This is an optimization exercise on Yosys and OpenROAD, whose aim is small area, not a production implementation.
Only simulation tests tie the RTL to the original design; equivalence was not proved.
Power and IR drop assume default switching activity.

==> flow/design.v <==
`timescale 1ns / 1ps
module wave( 
	input clk,
	input rst,
	input z,
	input [5:0]max,
	output reg wav
	);
	reg [25:0]hi;
	reg [5:0]lo;
	function ge6(input [5:0]a,input [5:0]b);
		integer k;
		reg r;
		begin
			r=1;
			for(k=0;k<6;k=k+1)
				r=(a[k]&~b[k])|(~(a[k]^b[k])&r);
			ge6=r;
		end
	endfunction
	wire hit=z?((&hi)&(&lo)):((|hi)|ge6(lo,max));
	always@(posedge clk)
	begin
		if(rst|hit)
		begin
			hi<=0;
			lo<=0;
		end
		else
			{hi,lo}<={hi,lo}+32'd1;
		if(rst)
			wav<=0;
		else if(hit)
			wav<=~wav;
	end
endmodule
module music(
	input clk,
	input rst,
	input rst_n,
	output beep
	);
	reg [12:0]cnt; 
	reg [1:0]msel; 
	reg t;
	reg t_q;
	reg [2:0]left; 
	reg wt;
	reg [3:0]node;
	reg [5:0]idx; 
	reg [3:0]mnote;
	reg [2:0]mdelay;
	reg [5:0]mmax;
	wire t_rise=t&~t_q;
	always@(*)
	begin
		case(node)
			5:mmax=32;
			6:mmax=28;
			7:mmax=25;
			8:mmax=24;
			9:mmax=21;
			10:mmax=19;
			11:mmax=18;
			default:mmax=16;
		endcase
	end
	wave w(clk,rst,node==0,mmax,beep);
	wire hit=(msel==0)|(msel==1&(~cnt[1]&cnt[2]&~cnt[3]&~cnt[7]&cnt[8]))|(msel==2&(cnt[0]&~cnt[1]&~cnt[2]&~cnt[3]&cnt[5]&~cnt[6]&~cnt[9]&cnt[10]&cnt[11]&cnt[12]));
	always@(posedge clk)
	begin
		if(rst|~rst_n|hit)
			cnt<=13'd0;
		else
			cnt<={cnt[11:0],~(cnt[7]^cnt[12])};
		if(rst)
			t<=0;
		else if(rst_n&hit)
			t<=~t;
		if(rst)
			t_q<=0;
		else
			t_q<=t;
	end
	always@(*)
	begin
		case(idx)
			6'd0:begin mnote=4'h5; mdelay=3'd4; end
			6'd1:begin mnote=4'h8; mdelay=3'd4; end
			6'd2:begin mnote=4'h8; mdelay=3'd0; end
			6'd5:begin mnote=4'h9; mdelay=3'd0; end
			6'd10:begin mnote=4'h8; mdelay=3'd0; end
			6'd21:begin mnote=4'h7; mdelay=3'd0; end
			6'd42:begin mnote=4'h6; mdelay=3'd4; end
			6'd20:begin mnote=4'h6; mdelay=3'd4; end
			6'd41:begin mnote=4'h6; mdelay=3'd4; end
			6'd19:begin mnote=4'h9; mdelay=3'd4; end
			6'd38:begin mnote=4'h9; mdelay=3'd0; end
			6'd12:begin mnote=4'ha; mdelay=3'd0; end
			6'd25:begin mnote=4'h9; mdelay=3'd0; end
			6'd50:begin mnote=4'h8; mdelay=3'd0; end
			6'd36:begin mnote=4'h7; mdelay=3'd4; end
			6'd8:begin mnote=4'h5; mdelay=3'd4; end
			6'd17:begin mnote=4'h5; mdelay=3'd4; end
			6'd34:begin mnote=4'ha; mdelay=3'd4; end
			6'd4:begin mnote=4'ha; mdelay=3'd0; end
			6'd9:begin mnote=4'hb; mdelay=3'd0; end
			6'd18:begin mnote=4'ha; mdelay=3'd0; end
			6'd37:begin mnote=4'h9; mdelay=3'd0; end
			6'd11:begin mnote=4'h8; mdelay=3'd4; end
			6'd22:begin mnote=4'h6; mdelay=3'd4; end
			6'd45:begin mnote=4'h5; mdelay=3'd0; end
			6'd27:begin mnote=4'h5; mdelay=3'd0; end
			6'd54:begin mnote=4'h6; mdelay=3'd4; end
			6'd44:begin mnote=4'h9; mdelay=3'd4; end
			6'd24:begin mnote=4'h7; mdelay=3'd4; end
			6'd49:begin mnote=4'h8; mdelay=3'd3; end
			6'd35:begin mnote=4'h5; mdelay=3'd4; end
			6'd7:begin mnote=4'h8; mdelay=3'd4; end
			6'd14:begin mnote=4'h8; mdelay=3'd4; end
			6'd29:begin mnote=4'h8; mdelay=3'd4; end
			6'd58:begin mnote=4'h7; mdelay=3'd3; end
			6'd52:begin mnote=4'h7; mdelay=3'd4; end
			6'd40:begin mnote=4'h8; mdelay=3'd4; end
			6'd16:begin mnote=4'h7; mdelay=3'd4; end
			6'd33:begin mnote=4'h6; mdelay=3'd4; end
			6'd3:begin mnote=4'h5; mdelay=3'd3; end
			6'd6:begin mnote=4'h9; mdelay=3'd4; end
			6'd13:begin mnote=4'ha; mdelay=3'd4; end
			6'd26:begin mnote=4'h9; mdelay=3'd4; end
			6'd53:begin mnote=4'h8; mdelay=3'd4; end
			6'd43:begin mnote=4'hc; mdelay=3'd4; end
			6'd23:begin mnote=4'h5; mdelay=3'd4; end
			6'd46:begin mnote=4'h5; mdelay=3'd0; end
			6'd28:begin mnote=4'h5; mdelay=3'd0; end
			6'd57:begin mnote=4'h6; mdelay=3'd4; end
			6'd51:begin mnote=4'h9; mdelay=3'd4; end
			6'd39:begin mnote=4'h7; mdelay=3'd4; end
			6'd15:begin mnote=4'h8; mdelay=3'd2; end
			default:begin mnote=4'bxxxx; mdelay=3'bxxx; end
		endcase
	end
	wire left1=left==3'd0;
	always@(posedge clk)
	begin
		if(rst)
			msel<=0;
		else if(rst_n&t_rise&left1)
			msel<=wt?2'd2:2'd1;
	end
	always@(posedge clk)
	begin
		if(rst|~rst_n)begin
			left<=3'd0;
			wt<=0;
			node<=0;
			idx<=6'd0;
		end else if(t_rise) begin
			if(left1)
			begin
				if(wt)
				begin
					idx<=(idx[0]&idx[1]&idx[2]&idx[3])?6'd0:{idx[4:0],~(idx[0]^idx[5])};
					node<=mnote;
					left<=mdelay;
					wt<=0;
				end
				else
				begin
					node<=0;
					left<=3'd0;
					wt<=1;
				end
			end
			else
				left<={left[1:0],~(left[0]^left[2])};
		end
	end
endmodule
`timescale 1ns / 1ps
module button( 
	input in,
	input clk,
	input rst,
	output reg op
	);
	reg out;
	reg [8:0]cnt; 
	wire hit=(cnt[0]&cnt[1]&cnt[2]&~cnt[3]&~cnt[4]&~cnt[5]&~cnt[6]&cnt[7]&~cnt[8]);
	always@(posedge clk)
	begin
		if(rst)
		begin
			out<=0;
			op<=0;
		end
		else
		begin
			op<=hit&in;
			if(hit)
				out<=in;
		end
		if(rst|hit|(in==out))
			cnt<=9'd0;
		else
			cnt<={cnt[7:0],~(cnt[3]^cnt[8])};
	end
endmodule
module switch( 
	input in,
	input clk,
	input rst,
	output reg out
	);
	reg [8:0]cnt;
	wire hit=(cnt[0]&cnt[1]&cnt[2]&~cnt[3]&~cnt[4]&~cnt[5]&~cnt[6]&cnt[7]&~cnt[8]);
	always@(posedge clk)
	begin
		if(rst)
			out<=0;
		else if(hit)
			out<=in;
		if(rst|hit|(in==out))
			cnt<=9'd0;
		else
			cnt<={cnt[7:0],~(cnt[3]^cnt[8])};
	end
endmodule
module timebase(
	input clk,
	input rst,
	output reg [6:0]t7, 
	output rise_a, 
	output rise_b, 
	output rise_c, 
	output rise_d, 
	output rise_e, 
	output reg sq_f 
	);
	reg [5:0]qa;
	reg [13:0]qb;
	reg [14:0]qc;
	reg [15:0]qd;
	reg [8:0]qe;
	reg [4:0]qf;
	assign rise_a=(qa[0]&qa[1]&qa[2]&qa[3]);
	assign rise_b=(qb[1]&qb[2]&qb[4]&~qb[6]&qb[7]&~qb[8]&~qb[9]&~qb[10]&~qb[11]&qb[12]&qb[13]);
	assign rise_c=(qc[0]&~qc[1]&qc[2]&~qc[3]&qc[4]&~qc[5]&~qc[6]&qc[8]&~qc[9]&~qc[10]&~qc[11]&~qc[12]&~qc[13]);
	assign rise_d=(qd[0]&~qd[1]&~qd[2]&~qd[3]&qd[4]&~qd[5]&~qd[6]&~qd[7]&~qd[8]&qd[11]&qd[12]&qd[13]&~qd[14]&~qd[15]);
	assign rise_e=(qe[0]&qe[1]&qe[2]&qe[3]&~qe[4]&~qe[5]&~qe[6]&~qe[7]&qe[8]);
	wire end_f=(~qf[0]&~qf[1]&~qf[3]&qf[4]);
	always@(posedge clk)
	begin
		if(rst)
		begin
			t7<=0;
			qa<=6'd27;
			qb<=14'd4899;
			qc<=15'd1034;
			qd<=16'd62712;
			qe<=9'd319;
			qf<=5'd0;
			sq_f<=0;
		end
		else
		begin
			t7<=t7+7'd1;
			qa<=rise_a?6'd0:{qa[4:0],~(qa[0]^qa[5])};
			qb<=rise_b?14'd0:{qb[12:0],~(qb[12]^qb[13])};
			qc<=rise_c?15'd0:{qc[13:0],~(qc[0]^qc[14])};
			qd<=rise_d?16'd0:{qd[14:0],~(qd[2]^qd[15])};
			qe<=rise_e?9'd0:{qe[7:0],~(qe[3]^qe[8])};
			qf<=end_f?5'd0:{qf[3:0],~(qf[0]^qf[4])};
			if(end_f)
				sq_f<=~sq_f;
		end
	end
endmodule
module twinkle8( 
	input clk,
	input rst,
	input rise,
	input [6:0]cnt,
	output [7:0]o
	);
	reg [7:0]br0;
	always@(posedge clk)
	begin
		if(rst)
			br0<=0;
		else if(rise)
			br0<=br0+8'd1;
	end
	function ge5(input [4:0]a,input [4:0]b);
		integer k;
		reg r;
		begin
			r=1;
			for(k=0;k<5;k=k+1)
				r=(a[k]&~b[k])|(~(a[k]^b[k])&r);
			ge5=r;
		end
	endfunction
	wire p=ge5(br0[4:0],cnt[4:0]);
	wire q=ge5(~cnt[4:0],br0[4:0]);
	genvar i;
	generate
		for(i=0;i<8;i=i+1)
		begin:tw
			wire [2:0]hb=br0[7:5]+i;
			wire [1:0]h=hb[2]?~hb[1:0]:hb[1:0];
			wire e=hb[2]?q:p;
			assign o[i]=(h>cnt[6:5])|((h==cnt[6:5])&e);
		end
	endgenerate
endmodule
module sound(
	input clk,
	input rst,
	input press,
	input guesswrong,
	input win,
	input press_sound,
	output beep
	);
	wire music_out;
	reg press_en;
	reg [12:0]press_cnt; 
	reg guesswrong_en;
	reg [3:0]guesswrong_node; 
	reg [11:0]guesswrong_cnt; 
	reg [5:0]guesswrong_max;
	wire guesswrong_sound;
	music music1(clk,rst,win,music_out);
	always@(*)
	begin
		case(guesswrong_node)
			4'd8:guesswrong_max=6'd48;
			4'd12:guesswrong_max=6'd43;
			4'd14:guesswrong_max=6'd38;
			4'd7:guesswrong_max=6'd36;
			4'd11:guesswrong_max=6'd32;
			4'd13:guesswrong_max=6'd28;
			4'd6:guesswrong_max=6'd25;
			4'd3:guesswrong_max=6'd24;
			4'd9:guesswrong_max=6'd21;
			4'd4:guesswrong_max=6'd19;
			4'd10:guesswrong_max=6'd18;
			4'd5:guesswrong_max=6'd16;
			4'd2:guesswrong_max=6'd14;
			4'd1:guesswrong_max=6'd13;
			4'd0:guesswrong_max=6'd12;
			default:guesswrong_max=6'bxxxxxx;
		endcase
	end
	wave wv(clk,rst,guesswrong_node==4'b1111,guesswrong_max,guesswrong_sound);
	wire press_end=(~press_cnt[0]&~press_cnt[1]&~press_cnt[2]&~press_cnt[3]&press_cnt[4]&~press_cnt[7]&~press_cnt[9]&press_cnt[10]&press_cnt[11]&~press_cnt[12]);
	always@(posedge clk)
	begin
		if(rst|press)
			press_cnt<=13'd0;
		else
			press_cnt<={press_cnt[11:0],~(press_cnt[5]^press_cnt[12])};
		if(rst)
			press_en<=0;
		else if(press)
			press_en<=1;
		else if(press_end)
			press_en<=0;
	end
	wire gw_end=(~guesswrong_cnt[1]&guesswrong_cnt[2]&~guesswrong_cnt[3]&guesswrong_cnt[4]&guesswrong_cnt[5]&~guesswrong_cnt[6]&guesswrong_cnt[7]&~guesswrong_cnt[8]&~guesswrong_cnt[9]&~guesswrong_cnt[11]);
	wire gw_last=guesswrong_node==4'd8||guesswrong_node==4'b1111;
	always@(posedge clk)
	begin
		if(rst)
			guesswrong_cnt<=12'd1204;
		else if(guesswrong|gw_end)
			guesswrong_cnt<=12'd0;
		else
			guesswrong_cnt<={guesswrong_cnt[10:0],~(guesswrong_cnt[0]^guesswrong_cnt[11])};
		if(rst)begin
			guesswrong_en<=0;
			guesswrong_node<=4'b1111;
		end else if(guesswrong)begin
			guesswrong_en<=1;
			guesswrong_node<=4'd0;
		end else if(gw_end)begin
			if(~gw_last)
				guesswrong_node<={guesswrong_node[2:0],~(guesswrong_node[0]^guesswrong_node[3])};
			else
				guesswrong_en<=0;
		end
	end
	assign beep=press_en?press_sound:
		guesswrong_en?guesswrong_sound:
		win?music_out:1'b1;
endmodule
module top(
	input clk, 
	input rst, 
	input [7:0]sw, 
	input [3:0]btn, 
	output [3:0]an, 
	output reg [6:0]seg, 
	output dp, 
	output [7:0]led, 
	output beep 
	);
	wire key_l,key_r,key_i,key_d;
	wire sw0,sw1,sw5,sw6,sw7;
	button b1(btn[3],clk,rst,key_l);
	button b2(btn[2],clk,rst,key_r);
	button b3(btn[1],clk,rst,key_i);
	button b4(btn[0],clk,rst,key_d);
	switch s0(sw[0],clk,rst,sw0);
	switch s1(sw[1],clk,rst,sw1);
	switch s5(sw[5],clk,rst,sw5);
	switch s6(sw[6],clk,rst,sw6);
	switch s7(sw[7],clk,rst,sw7);
	wire [6:0]t7;
	wire rise_a,rise_b,rise_c,rise_d,rise_e,sq_f;
	timebase tb1(clk,rst,t7,rise_a,rise_b,rise_c,rise_d,rise_e,sq_f);
	reg [1:0]gamestate; 
	reg [3:0]curr_rec; 
	reg win;
	reg [15:0]ans_n; 
	wire [15:0]ans=~ans_n;
	reg edit_rst;
	reg mem_we;
	reg gameover_rst;
	reg guess_wrong;
	reg [1:0]curr; 
	reg [15:0]num; 
	reg [15:0]rnd_n; 
	reg [15:0]random_n; 
	wire [15:0]rnd=~rnd_n;
	wire [15:0]random=~random_n;
	wire nosame_ok=num[3:0]!=num[7:4]&&num[3:0]!=num[11:8]&&num[3:0]!=num[15:12]&&
		num[7:4]!=num[11:8]&&num[7:4]!=num[15:12]&&num[11:8]!=num[15:12];
	wire rnd_ok=rnd[3:0]!=rnd[7:4]&&rnd[3:0]!=rnd[11:8]&&rnd[3:0]!=rnd[15:12]&&
		rnd[7:4]!=rnd[11:8]&&rnd[7:4]!=rnd[15:12]&&rnd[11:8]!=rnd[15:12];
	wire hit4_now;
	wire jmem;
	reg hit4_q;
	always@(posedge clk)
	begin
		if(rst)
			hit4_q<=0;
		else if(~jmem)
			hit4_q<=hit4_now;
	end
	wire hit4=jmem?hit4_q:hit4_now;
	always@(posedge clk)
	begin
		if(rst)begin
			gamestate<=0;
			curr_rec<=0;
			win<=0;
			ans_n<=~16'h1234;
			edit_rst<=0;
			mem_we<=0;
			gameover_rst<=0;
			guess_wrong<=0;
		end
		else if(sw7)begin
			gamestate<=0;
			curr_rec<=0;
			win<=0;
		end
		else begin
			guess_wrong<=0;
			case(gamestate)
				0:begin
					if(key_l|key_r|key_i|key_d)begin
						gamestate<=1;
						curr_rec<=0;
						ans_n<=random_n;
						edit_rst<=1;
					end
				end
				1:begin
					edit_rst<=0;
					if(sw1&&~sw0)begin 
						gamestate<=2;
						if(nosame_ok)begin
							curr_rec<=curr_rec+4'd1;
							mem_we<=1;
							if(~hit4_now)
								guess_wrong<=1;
						end
					end
				end
				2:begin
					if(nosame_ok)begin
						mem_we<=0;
						if(hit4)begin
							win<=1;
							curr_rec<=curr_rec-4'd1;
							gamestate<=3;
							gameover_rst<=1;
						end else if(curr_rec==8)begin
							win<=0;
							gamestate<=3;
							gameover_rst<=1;
						end
					end
					if(~sw1)
						gamestate<=1;
				end
				3:begin
					gameover_rst<=0;
					if(~sw1)begin
						gamestate<=0;
						curr_rec<=0;
						win<=0;
					end
				end
			endcase
		end
	end
	wire play=~sw6&&(gamestate==1||gamestate==2);
	wire edit_on=play&&~sw0&&gamestate==1;
	wire rec_on=play&&sw0;
	wire edit_l=edit_on&key_l;
	wire edit_r=edit_on&key_r;
	wire edit_i=edit_on&key_i;
	wire edit_d=edit_on&key_d;
	wire rec_i=rec_on&key_i;
	wire rec_d=rec_on&key_d;
	function [3:0]inc10(input [3:0]d);
		case(d)
			0:inc10=1; 1:inc10=2; 2:inc10=3; 3:inc10=4; 4:inc10=5;
			5:inc10=6; 6:inc10=7; 7:inc10=8; 8:inc10=9; default:inc10=0;
		endcase
	endfunction
	function [3:0]dec10(input [3:0]d);
		case(d)
			1:dec10=0; 2:dec10=1; 3:dec10=2; 4:dec10=3; 5:dec10=4;
			6:dec10=5; 7:dec10=6; 8:dec10=7; 9:dec10=8; default:dec10=9;
		endcase
	endfunction
	reg [3:0]cd;
	always@(*)
	begin
		case(curr)
			0:cd=num[3:0];
			1:cd=num[7:4];
			2:cd=num[11:8];
			3:cd=num[15:12];
		endcase
	end
	wire [3:0]cd_new=edit_i?inc10(cd):dec10(cd);
	always@(posedge clk)
	begin
		if(rst|edit_rst)
			curr<=3;
		else if(edit_l)
			curr<={curr[1]^curr[0],~curr[0]};
		else if(edit_r)
			curr<={curr[1]^~curr[0],~curr[0]};
	end
	always@(posedge clk)
	begin
		if(rst|edit_rst)
			num<=0;
		else if(edit_i|edit_d)
			case(curr)
				0:num[3:0]<=cd_new;
				1:num[7:4]<=cd_new;
				2:num[11:8]<=cd_new;
				3:num[15:12]<=cd_new;
			endcase
	end
	always@(posedge clk)
	begin
		if(rst)
			rnd_n<=16'hffff;
		else
		begin
			rnd_n[3:0]<=~inc10(rnd[3:0]);
			if(rnd[3:0]==9)
				rnd_n[7:4]<=~inc10(rnd[7:4]);
			if(rnd[7:0]==8'h99)
				rnd_n[11:8]<=~inc10(rnd[11:8]);
			if(rnd[11:0]==12'h999)
				rnd_n[15:12]<=~inc10(rnd[15:12]);
		end
	end
	always@(posedge clk)
	begin
		if(rst)
			random_n<=~16'd123;
		else if(rnd_ok)
			random_n<=rnd_n;
	end
	function [6:0]enc2(input [3:0]a,input [3:0]b);
		case({a[3],b[3]})
			2'b00:enc2={1'b0,a[2:0],b[2:0]};
			2'b10:enc2={3'b100,a[0],b[2:0]};
			2'b01:enc2={3'b101,b[0],a[2:0]};
			2'b11:enc2={5'b11000,a[0],b[0]};
		endcase
	endfunction
	function [7:0]dec2(input [6:0]x);
		casez(x[6:4])
			3'b0??:dec2={1'b0,x[5:3],1'b0,x[2:0]};
			3'b100:dec2={3'b100,x[3],1'b0,x[2:0]};
			3'b101:dec2={1'b0,x[2:0],3'b100,x[3]};
			default:dec2={3'b100,x[1],3'b100,x[0]};
		endcase
	endfunction
	reg we_q;
	reg [13:0]mem0,mem1,mem2,mem3,mem4,mem5,mem6,mem7;
	reg [2:0]showrec;
	wire [2:0]currrec=curr_rec[2:0];
	wire [2:0]mem_addr=(sw6||gamestate==0||gamestate==3)?3'd0:sw0?showrec:currrec;
	wire mem_wr=mem_we&~we_q;
	wire [13:0]wdata={enc2(num[15:12],num[11:8]),enc2(num[7:4],num[3:0])}&{14{~rst}};
	always@(posedge clk)
	begin
		if(rst)
			we_q<=0;
		else
			we_q<=mem_we;
	end
	always@(posedge clk) if(rst||(mem_wr&&mem_addr==0)) mem0<=wdata;
	always@(posedge clk) if(rst||(mem_wr&&mem_addr==1)) mem1<=wdata;
	always@(posedge clk) if(rst||(mem_wr&&mem_addr==2)) mem2<=wdata;
	always@(posedge clk) if(rst||(mem_wr&&mem_addr==3)) mem3<=wdata;
	always@(posedge clk) if(rst||(mem_wr&&mem_addr==4)) mem4<=wdata;
	always@(posedge clk) if(rst||(mem_wr&&mem_addr==5)) mem5<=wdata;
	always@(posedge clk) if(rst||(mem_wr&&mem_addr==6)) mem6<=wdata;
	always@(posedge clk) if(rst||(mem_wr&&mem_addr==7)) mem7<=wdata;
	reg [13:0]memraw; 
	always@(*)
	begin
		case(showrec)
			0:memraw=mem0;
			1:memraw=mem1;
			2:memraw=mem2;
			3:memraw=mem3;
			4:memraw=mem4;
			5:memraw=mem5;
			6:memraw=mem6;
			7:memraw=mem7;
		endcase
	end
	wire [15:0]memdata={dec2(memraw[13:7]),dec2(memraw[6:0])};
	reg [1:0]rstate;
	always@(posedge clk)
	begin
		if(rst|~sw0|rec_i|rec_d)
			rstate<=0;
		else if(rise_c)
			rstate<={rstate[0],~rstate[1]&~rstate[0]};
	end
	always@(posedge clk)
	begin
		if(rst)
			showrec<=0;
		else if(showrec>=currrec)
			showrec<=0;
		else if(rec_i)
			showrec<=(showrec+3'd1==currrec)?3'd0:showrec+3'd1;
		else if(rec_d)
			showrec<=(showrec!=0)?showrec-3'd1:currrec-3'd1;
	end
	reg blink;
	reg [3:0]hk; 
	reg [4:0]ck; 
	reg cl; 
	reg ls; 
	always@(posedge clk)
	begin
		if(rst)
		begin
			blink<=0;
			hk<=0;
		end
		else if(rise_b)
		begin
			blink<=~blink;
			hk<=(hk==8)?4'd0:hk+4'd1;
		end
	end
	always@(posedge clk)
	begin
		if(rst)
		begin
			cl<=0;
			ck<=0;
		end
		else if(gameover_rst)
		begin
			cl<=1;
			ck<=0;
		end
		else if(rise_b)
			ck<=(ck==18)?5'd0:ck+5'd1;
	end
	always@(posedge clk)
	begin
		if(rst|gameover_rst)
			ls<=0;
		else if(rise_d)
			ls<=~ls;
	end
	reg [1:0]c;
	always@(posedge clk)
	begin
		if(rst)
			c<=0;
		else if(rise_a)
			c<={c[1]^c[0],~c[0]};
	end
	assign an={~(c[1]&c[0]),~(c[1]&~c[0]),~(~c[1]&c[0]),~(~c[1]&~c[0])};
	assign jmem=sw0&(rstate!=0);
	wire [15:0]jn=jmem?memdata:num;
	reg [3:0]xd,ad;
	always@(*)
	begin
		case(c)
			0:begin xd=jn[3:0]; ad=ans[3:0]; end
			1:begin xd=jn[7:4]; ad=ans[7:4]; end
			2:begin xd=jn[11:8]; ad=ans[11:8]; end
			3:begin xd=jn[15:12]; ad=ans[15:12]; end
		endcase
	end
	wire [3:0]e0={jn[3:0]==ans[15:12],jn[3:0]==ans[11:8],jn[3:0]==ans[7:4],jn[3:0]==ans[3:0]};
	wire [3:0]e1={jn[7:4]==ans[15:12],jn[7:4]==ans[11:8],jn[7:4]==ans[7:4],jn[7:4]==ans[3:0]};
	wire [3:0]e2={jn[11:8]==ans[15:12],jn[11:8]==ans[11:8],jn[11:8]==ans[7:4],jn[11:8]==ans[3:0]};
	wire [3:0]e3={jn[15:12]==ans[15:12],jn[15:12]==ans[11:8],jn[15:12]==ans[7:4],jn[15:12]==ans[3:0]};
	assign hit4_now=e3[3]&e2[2]&e1[1]&e0[0];
	wire [3:0]m=c[1]?{e3[3],e2[2],e1[1],e0[0]}:
		{e3[2]|e3[1]|e3[0],e2[3]|e2[1]|e2[0],e1[3]|e1[2]|e1[0],e0[3]|e0[2]|e0[1]};
	reg [2:0]jcnt;
	always@(*)
	begin
		case(m)
			4'b0000:jcnt=0;
			4'b0001,4'b0010,4'b0100,4'b1000:jcnt=1;
			4'b0011,4'b0101,4'b0110,4'b1001,4'b1010,4'b1100:jcnt=2;
			4'b1111:jcnt=4;
			default:jcnt=3;
		endcase
	end
	wire [4:0]jch=c[0]?{2'd0,jcnt}:{4'b0101,~c[1]};
	wire [4:0]hj0={1'b0,hk}+{3'd0,~c};
	wire [3:0]hj=(hj0>=9)?hj0-5'd9:hj0;
	wire [5:0]cj0={1'b0,ck}+{4'd0,~c};
	wire [4:0]cj=(cj0>=19)?cj0-6'd19:cj0;
	reg [4:0]hch;
	always@(*)
	begin
		case(hj)
			0,1,2,3:hch=5'd31;
			4:hch=5'd16;
			5:hch=5'd14;
			6,7:hch=5'd18;
			8:hch=5'd0;
			default:hch=5'bxxxxx;
		endcase
	end
	reg [4:0]cch;
	always@(*)
	begin
		case(cj)
			0,1,2,3:cch=5'd31;
			4:cch=5'd12;
			5:cch=5'd29;
			6:cch=5'd19;
			7:cch=5'd9;
			8:cch=5'd22;
			9:cch=5'd10;
			10:cch=5'd23;
			11:cch=5'd24;
			12:cch=5'd18;
			13:cch=5'd10;
			14:cch=5'd23;
			15:cch=5'd28;
			16:cch=5'd29;
			17:cch=5'd19;
			18:cch=5'd5;
			default:cch=5'bxxxxx;
		endcase
	end
	reg [4:0]n; 
	always@(*)
	begin
		if(sw6)
			n={1'b0,ad};
		else if(gamestate==0)
			n=hch;
		else if(gamestate==3)
		begin
			if(win)
				n=cl?cch:5'd0;
			else if(ls)
				n={1'b0,ad};
			else
				case(c)
					3:n=5'd18;
					2:n=5'd0;
					1:n=5'd5;
					0:n=5'd14;
				endcase
		end
		else if(sw0)
		begin
			if(currrec==0)
				case(c)
					3:n=5'd19;
					2:n=5'd29;
					1:n=5'd19;
					0:n=5'd14;
				endcase
			else
				case(rstate)
					0:case(c)
						3:n={1'b0,{1'b0,showrec}+4'd1};
						2:n=5'd29;
						1:n=5'd15;
						0:n={2'd0,currrec};
					endcase
					1:n={1'b0,xd};
					default:n=jch;
				endcase
		end
		else if(gamestate==1)
			n=(~blink&&curr==c)?5'd27:{1'b0,xd};
		else if(nosame_ok)
			n=jch;
		else
			case(c)
				3:n=5'd14;
				2:n=5'd22;
				1:n=5'd22;
				0:n=5'd31;
			endcase
	end
	always@(*)
	begin
		case(n)
			0:seg=7'b1000000; 
			1:seg=7'b1111001; 
			2:seg=7'b0100100; 
			3:seg=7'b0110000; 
			4:seg=7'b0011001; 
			5:seg=7'b0010010; 
			6:seg=7'b0000010; 
			7:seg=7'b1111000; 
			8:seg=7'b0000000; 
			9:seg=7'b0010000; 
			10:seg=7'b0001000; 
			11:seg=7'b0000011; 
			12:seg=7'b1000110; 
			14:seg=7'b0000110; 
			15:seg=7'b0001110; 
			16:seg=7'b0001001; 
			18:seg=7'b1000111; 
			19:seg=7'b0101011; 
			22:seg=7'b0101111; 
			23:seg=7'b0000111; 
			24:seg=7'b1000001; 
			27:seg=7'b1110111; 
			28:seg=7'b1111011; 
			29:seg=7'b0100011; 
			31:seg=7'b1111111;
			default:seg=7'bxxxxxxx; 
		endcase
	end
	wire [7:0]tw;
	twinkle8 twinkle81(clk,rst,rise_e,t7,tw);
	wire sound_out;
	sound sound1(clk,rst,key_l|key_r|key_i|key_d,guess_wrong,win,sq_f,sound_out);
	assign beep=sw5?sound_out:1'b1;
	assign dp=1;
	assign led={curr_rec<=7,curr_rec<=6,curr_rec<=5,curr_rec<=4,curr_rec<=3,curr_rec<=2,curr_rec<=1,curr_rec==0}&tw;
endmodule
==> flow/flow/run.sh <==
#!/bin/bash
# Own flow: the standard synthesis, then its combinational logic re-mapped
# for area by ABC (flip-flop instances untouched; four ABC runs with
# different seeds and mappings, the smallest result is kept), then the standard layout
# with a clock tree of mid-size buffers on clusters of flip-flops and
# small port buffers. Each tool writes its full output to a log file in
# this folder.
set -euo pipefail
R=$PWD/orfs/results/$FLOW_PLATFORM/top/base
LIB=$FLOW_HOME/platforms/$FLOW_PLATFORM/lib/sky130_fd_sc_hd__tt_025C_1v80.lib
YOSYS=$FLOW_HOME/../tools/install/yosys/bin/yosys
command -v "$YOSYS" >/dev/null 2>&1 || YOSYS=yosys

bash standard.sh synth > synth_std.log 2>&1
cp $R/1_2_yosys.v netlist_std.v

FFS=$(grep -o "sky130_fd_sc_hd__[a-z]*df[a-z0-9_]*" netlist_std.v | sort -u | tr '\n' ' ')
# ABC runs: two deepsyn seeds, each mapped with and without a dc2 pass
RUNS="0a 0b 13a 13b"
for K in $RUNS; do
  S=${K%?}; M=${K: -1}
  if [[ $M == b ]]; then PRE="dc2"; else PRE=""; fi
  sed -e "s#@T@#150#" -e "s#@S@#$S#" -e "s#@PRE@#$PRE#" flow/area.abc > area_$K.abc
  sed -e "s#@LIB@#$LIB#g" -e "s#@FFS@#$FFS#g" -e "s#@ABC@#$PWD/area_$K.abc#g" \
      -e "s#@IN@#$PWD/netlist_std.v#g" -e "s#@OUT@#$PWD/netlist_resyn_$K.v#g" \
      -e "s#@STAT@#$PWD/resyn_stat_$K.txt#g" flow/resyn.ys > resyn_$K.ys
  "$YOSYS" -l resyn_$K.log -s resyn_$K.ys > /dev/null 2>&1 &
done
wait
best=""; besta=""
for K in $RUNS; do
  [[ -s netlist_resyn_$K.v && -f resyn_stat_$K.txt ]] || continue
  a=$(grep "Chip area for module" resyn_stat_$K.txt | awk '{print $NF}' || true)
  [[ -n "$a" ]] || continue
  if [[ -z "$besta" ]] || awk "BEGIN{exit !($a < $besta)}"; then best=$K; besta=$a; fi
done
[[ -n "$best" ]]
echo "run $best area $besta" > resyn_choice.txt
cp netlist_resyn_$best.v $R/1_2_yosys.v
rm -f $R/1_synth.odb $R/1_synth.sdc
bash standard.sh synth > synth_odb.log 2>&1
# clock tree: mid-size buffers on clusters of flip-flops, no dummy loads
export CTS_ARGS="-sink_clustering_enable -repair_clock_nets -sink_clustering_size 18 -sink_clustering_max_diameter 55 -buf_list sky130_fd_sc_hd__clkbuf_8 -dont_use_dummy_load"
# small port buffers
export BUFFER_PORTS_ARGS="-buffer_cell sky130_fd_sc_hd__buf_1"
bash standard.sh > layout.log 2>&1
==> flow/flow/area.abc <==
strash
balance -l
resub -K 6 -l
rewrite -l
resub -K 6 -N 2 -l
refactor -l
resub -K 8 -l
balance -l
resub -K 8 -N 2 -l
rewrite -l
resub -K 10 -l
rewrite -z -l
resub -K 10 -N 2 -l
balance -l
resub -K 12 -l
refactor -z -l
resub -K 12 -N 2 -l
rewrite -z -l
balance -l
&get -n
&deepsyn -T @T@ -S @S@
&put
@PRE@
dch -f
amap -m
==> flow/flow/resyn.ys <==
# re-map the combinational logic of the standard synthesis netlist
read_liberty -ignore_miss_func @LIB@
read_verilog @IN@
hierarchy -top top
setattr -mod -set keep_hierarchy 1 @FFS@
flatten top
select -module top
opt_clean
abc -liberty @LIB@ -script @ABC@ -dont_use sky130_fd_sc_hd__probe_p_8 -dont_use sky130_fd_sc_hd__probec_p_8 -dont_use *lpflow*
opt_clean -purge
hilomap -singleton -hicell sky130_fd_sc_hd__conb_1 HI -locell sky130_fd_sc_hd__conb_1 LO
splitnets
opt_clean -purge
select -clear
tee -o @STAT@ stat -liberty @LIB@ top
select top
write_verilog -noattr -nohex -nodec -selected @OUT@
==> flow/standard.sh <==
#!/bin/bash
# synth_recipe.tcl (not shown) runs the flow's synth.tcl, then flattens the netlist and writes it again
# the make line also repeats each setting of config.mk as NAME=value (left out here)
make -C /OpenROAD-flow-scripts/flow DESIGN_CONFIG=/design/flow/config.mk WORK_HOME=/design/flow/orfs CLKGATE_MAP_FILE= SYNTH_SCRIPT=/design/flow/synth_recipe.tcl "${@:-finish}"
==> flow/config.mk <==
export PLATFORM = sky130hd
export DESIGN_NAME = top
export DESIGN_NICKNAME = top
export VERILOG_FILES = /design/flow/design.v
export SDC_FILE = /design/flow/constraint.sdc
export NUM_CORES = 4
export LEC_CHECK = 0
export CAP_MARGIN = 10
export CORE_MARGIN = 2
export CORE_UTILIZATION = 60
export GPL_TIMING_DRIVEN = 0
export PLACE_DENSITY = 0.85
export SLEW_MARGIN = 10
==> flow/constraint.sdc <==
create_clock -name core_clock -period 12.0 [get_ports {clk}]
set_input_delay 2.4000 -clock core_clock [delete_from_list [all_inputs] [get_ports {clk}]]
set_output_delay 2.4000 -clock core_clock [all_outputs]
set_load 0.01 [all_outputs]
==> results.txt <==
## per-stage QoR
stage	setup slack, ps	instance area, µm²	hold WS, ps	cells	utilization [%]
6_report	990	23200	378	2960	65.2
5_1_grt	654	23200	410	2960	65.2
4_1_cts	815	23200	379	2960	65.2
3_5_place_dp	1560	22600	414	2919	63.6
3_3_place_gp	-125	22400	407	2907	63.0
2_1_floorplan	3960	21700	397	2416	-
## flip-flops by register name, summed over array words and instances, names as in the netlist, 13 cells and up
name,flops
tb1.qd,16
mem1,14
sound1.music1.cnt,13
sound1.wv.hi,26
mem5,14
tb1.qb,14
mem7,14
ans_n,16
rnd_n,16
sound1.music1.w.hi,26
sound1.press_cnt,13
mem0,14
mem2,14
tb1.qc,15
random_n,16
mem4,14
num,16
mem6,14
mem3,14
## critical path, delay by kind of cell, from the launching register on
kind,cells,cell delay [ps]
flip-flops,1,460
buffers and inverters,5,1750
AO/OA/AOI/OAI,13,3390
AND/OR/NAND/NOR,9,2360
## layout make-up
cell class,instances,area (µm²),area share (%)
multi-input cells,1595,9000,38.8
repair buffers,42,305,1.32
well taps,461,577,2.49
flip-flops and latches,526,11700,50.2
inverters,295,1110,4.79
clock buffers,41,564,2.43
## path summary, 6_finish.rpt
path | startpoint | endpoint
worst min-delay path | b3.cnt[6] | b3.cnt[7]
worst max-delay path | showrec[0] | seg[6]
worst min register to register | b3.cnt[6] | b3.cnt[7]
worst max register to register | s0.out | curr_rec[3]
## routing by layer
metal	share of wire, %	vias to the layer above	global-route usage, %
met3	7.2	155	4.26
met2	46	782	46.3
met4	4.0	0	13.2
met5	0	-	0
met1	43	8851	37.4
li1	-	9064	-
## power groups by stage
stage	Sequential [mW]	Combinational, mW	Clock [mW]
finish	1.86	0.125	0.836
global route	1.86	0.138	0.918
CTS	1.86	0.123	0.859
detailed placement	1.90	0.123	0
global placement	1.90	0.112	0
floorplan	1.89	0.0804	0
==> results list <==
* Share of cells above drive strength 1: 2.72%
- The worst hold path belongs to the class reg -> reg.
- Per report_power, the clock group accounts for between 20 and 30% of the total.
* Switching power of the nets: around 630 µW
* Number of clock sinks seen by CTS: between 500 and 600
- Before antenna repair, the detailed router went through 7 iterations.
- The completed layout was analyzed and its total power is about 2.8 mW.
* Initial core utilization: between 60% and 70%
- DR vias/cell: 6.37
- Antenna violations before repair: 0
- Setup repair after global routing left no endpoint under its margin.
* Initial DRC Count: ~1800
- Measured along the y axis, the die boundary spans between 150 and 200 µm.
- Number of nets still failing antenna checks after routing: 0
* Detailed Place HPWL: between 30 and 40 mm
* Number of global-route vias before repair: roughly 18000
* Worst-Margin Slew: ~1100 ps
- The number of max-slew violations in the final report came to 0.
- Result of the run: timing/DRC/antenna clean
* Type of the setup path with the least slack: reg -> out
* Clock-pin slew on the worst setup and hold paths: about 100 ps
* GR Util All Layers: 28.4%
- Wire length of the first global-routing pass: roughly 89 mm
- Power density over the cells: 122 nW/µm²
- Longest Clk Path Bufs: 3
- Number of rows created at floorplan: 69
- Count of hold-fix buffers inserted at cts: 0
- Counting instances, the worst hold path has a depth of 2.
- The smallest clock period supported by the final layout is computed as about 11000 ps.
* Final cycle utilization of the critical path: roughly nine tenths
- Worst voltage drop across the vdd grid: 0.125 mV
- Synthesis produced 2416 cells.
- Net count of the finished layout: 2515
* Number of gates resized after CTS: 0
- After global routing the overflow that remains totals 0.
- Syn_area_per_cell: around 9 µm²
- Width of the die: 194 µm
* Clock tree from TritonCTS: done
* Count of port buffers added during placement: 30
- Vias post-DR: 18852
* Max stage delay on crit path: 770 ps
- Across all register-to-register paths, the minimum setup slack is ~5400 ps.
- Clock Skews: 87.2 ps
* Count of inserted antenna diode cells: 0
- Data on the critical path is required at its endpoint by between 9000 and 10000 ps.
- Yosys warning total: 8
- Largest fanout on the critical path: 19
* Register share of total power: roughly 66%
* Post-detailed-route wirelength per cell: approximately 18 µm
* Max-Slew Margin vs Limit: about a quarter
* Critical path data arrival time: around 8600 ps
- Among all stages on the critical path, the largest delay is contributed by sky130_fd_sc_hd__nor2_2.
* Crit path capture type: primary output
- Root buf cell: sky130_fd_sc_hd__clkbuf_8
- Buffers inserted during clock tree synthesis total 41.
- The mapped netlist covers roughly 22000 µm².
* Core area: around 36000 µm²
* Leakage power of the design: a little over 8 nW
- Routability-driven placement finished with a final weighted congestion of between 0.9 and 1.
- Count of final setup violators: 0
- The worst register-to-register path has a depth of 21.
- Clock Latency Late Sink: ~640 ps
* Most frequent standard cell in the layout excluding fill and tap cells: sky130_fd_sc_hd__dfxtp_1
- In the routed design, unresolved DRC markers number 0.
- After routing, the total negative slack on setup checks comes to 0 ps.
* Largest net degree at the start of global routing: 96
* Count of buffers added by post-CTS timing repair for setup: 0
* Fmax: between 90 and 100 MHz
- The filler cells instantiated in the layout total ~2900.
- The H-tree was split into 2 levels.
- The internal power of the cells totals ~2.2 mW.
* Max-cap violations: 0
- Of the total power, the share spent switching nets is 22.5%.
- For this block, the routed nets add up to 54.6 mm of wire.
* Area growth from synthesis to layout: 6.89%
- Kind of start point of the critical path: register
* Relative contribution of combinational cells to total power: under 10%
- Area of the die: 37700 µm²
* Ports: 35
- Final number of hold-violating endpoints: 0
* Nets in the synthesized netlist: 2430
* Most frequent cells in the layout: 414 x sky130_fd_sc_hd__dfxtp_1, 372 x sky130_fd_sc_hd__nor2_1, 294 x sky130_fd_sc_hd__clkinv_1

separate check: timing with driven ports:
In the flow no input, the clock included, has a driving cell. The finished layout below was timed again as built, in two steps.
Step 1: set_driving_cell puts a clkbuf_16 on clk and a buf_2 on each other input, an assumption about the parent block.
Step 2 also shifts input and output timing later by t, the mid clock arrival at the registers, as if the neighbouring blocks saw the same clock.
Slacks: no drivers / after step 1 / after step 2; pairs: no drivers / after step 1.
t, ns: 0.650
slack for setup (ns): 0.990 / 0.938 / 1.589
worst setup path at the end: register to output
clock arrival spread, ns: 0.088 / 0.087
slew at the worst register clock pin (ns): 0.11 / 0.11
After both steps setup and hold are still met in this run. The setup slack of this run moves by -0.052 ns with the drivers and by +0.599 ns with both steps.
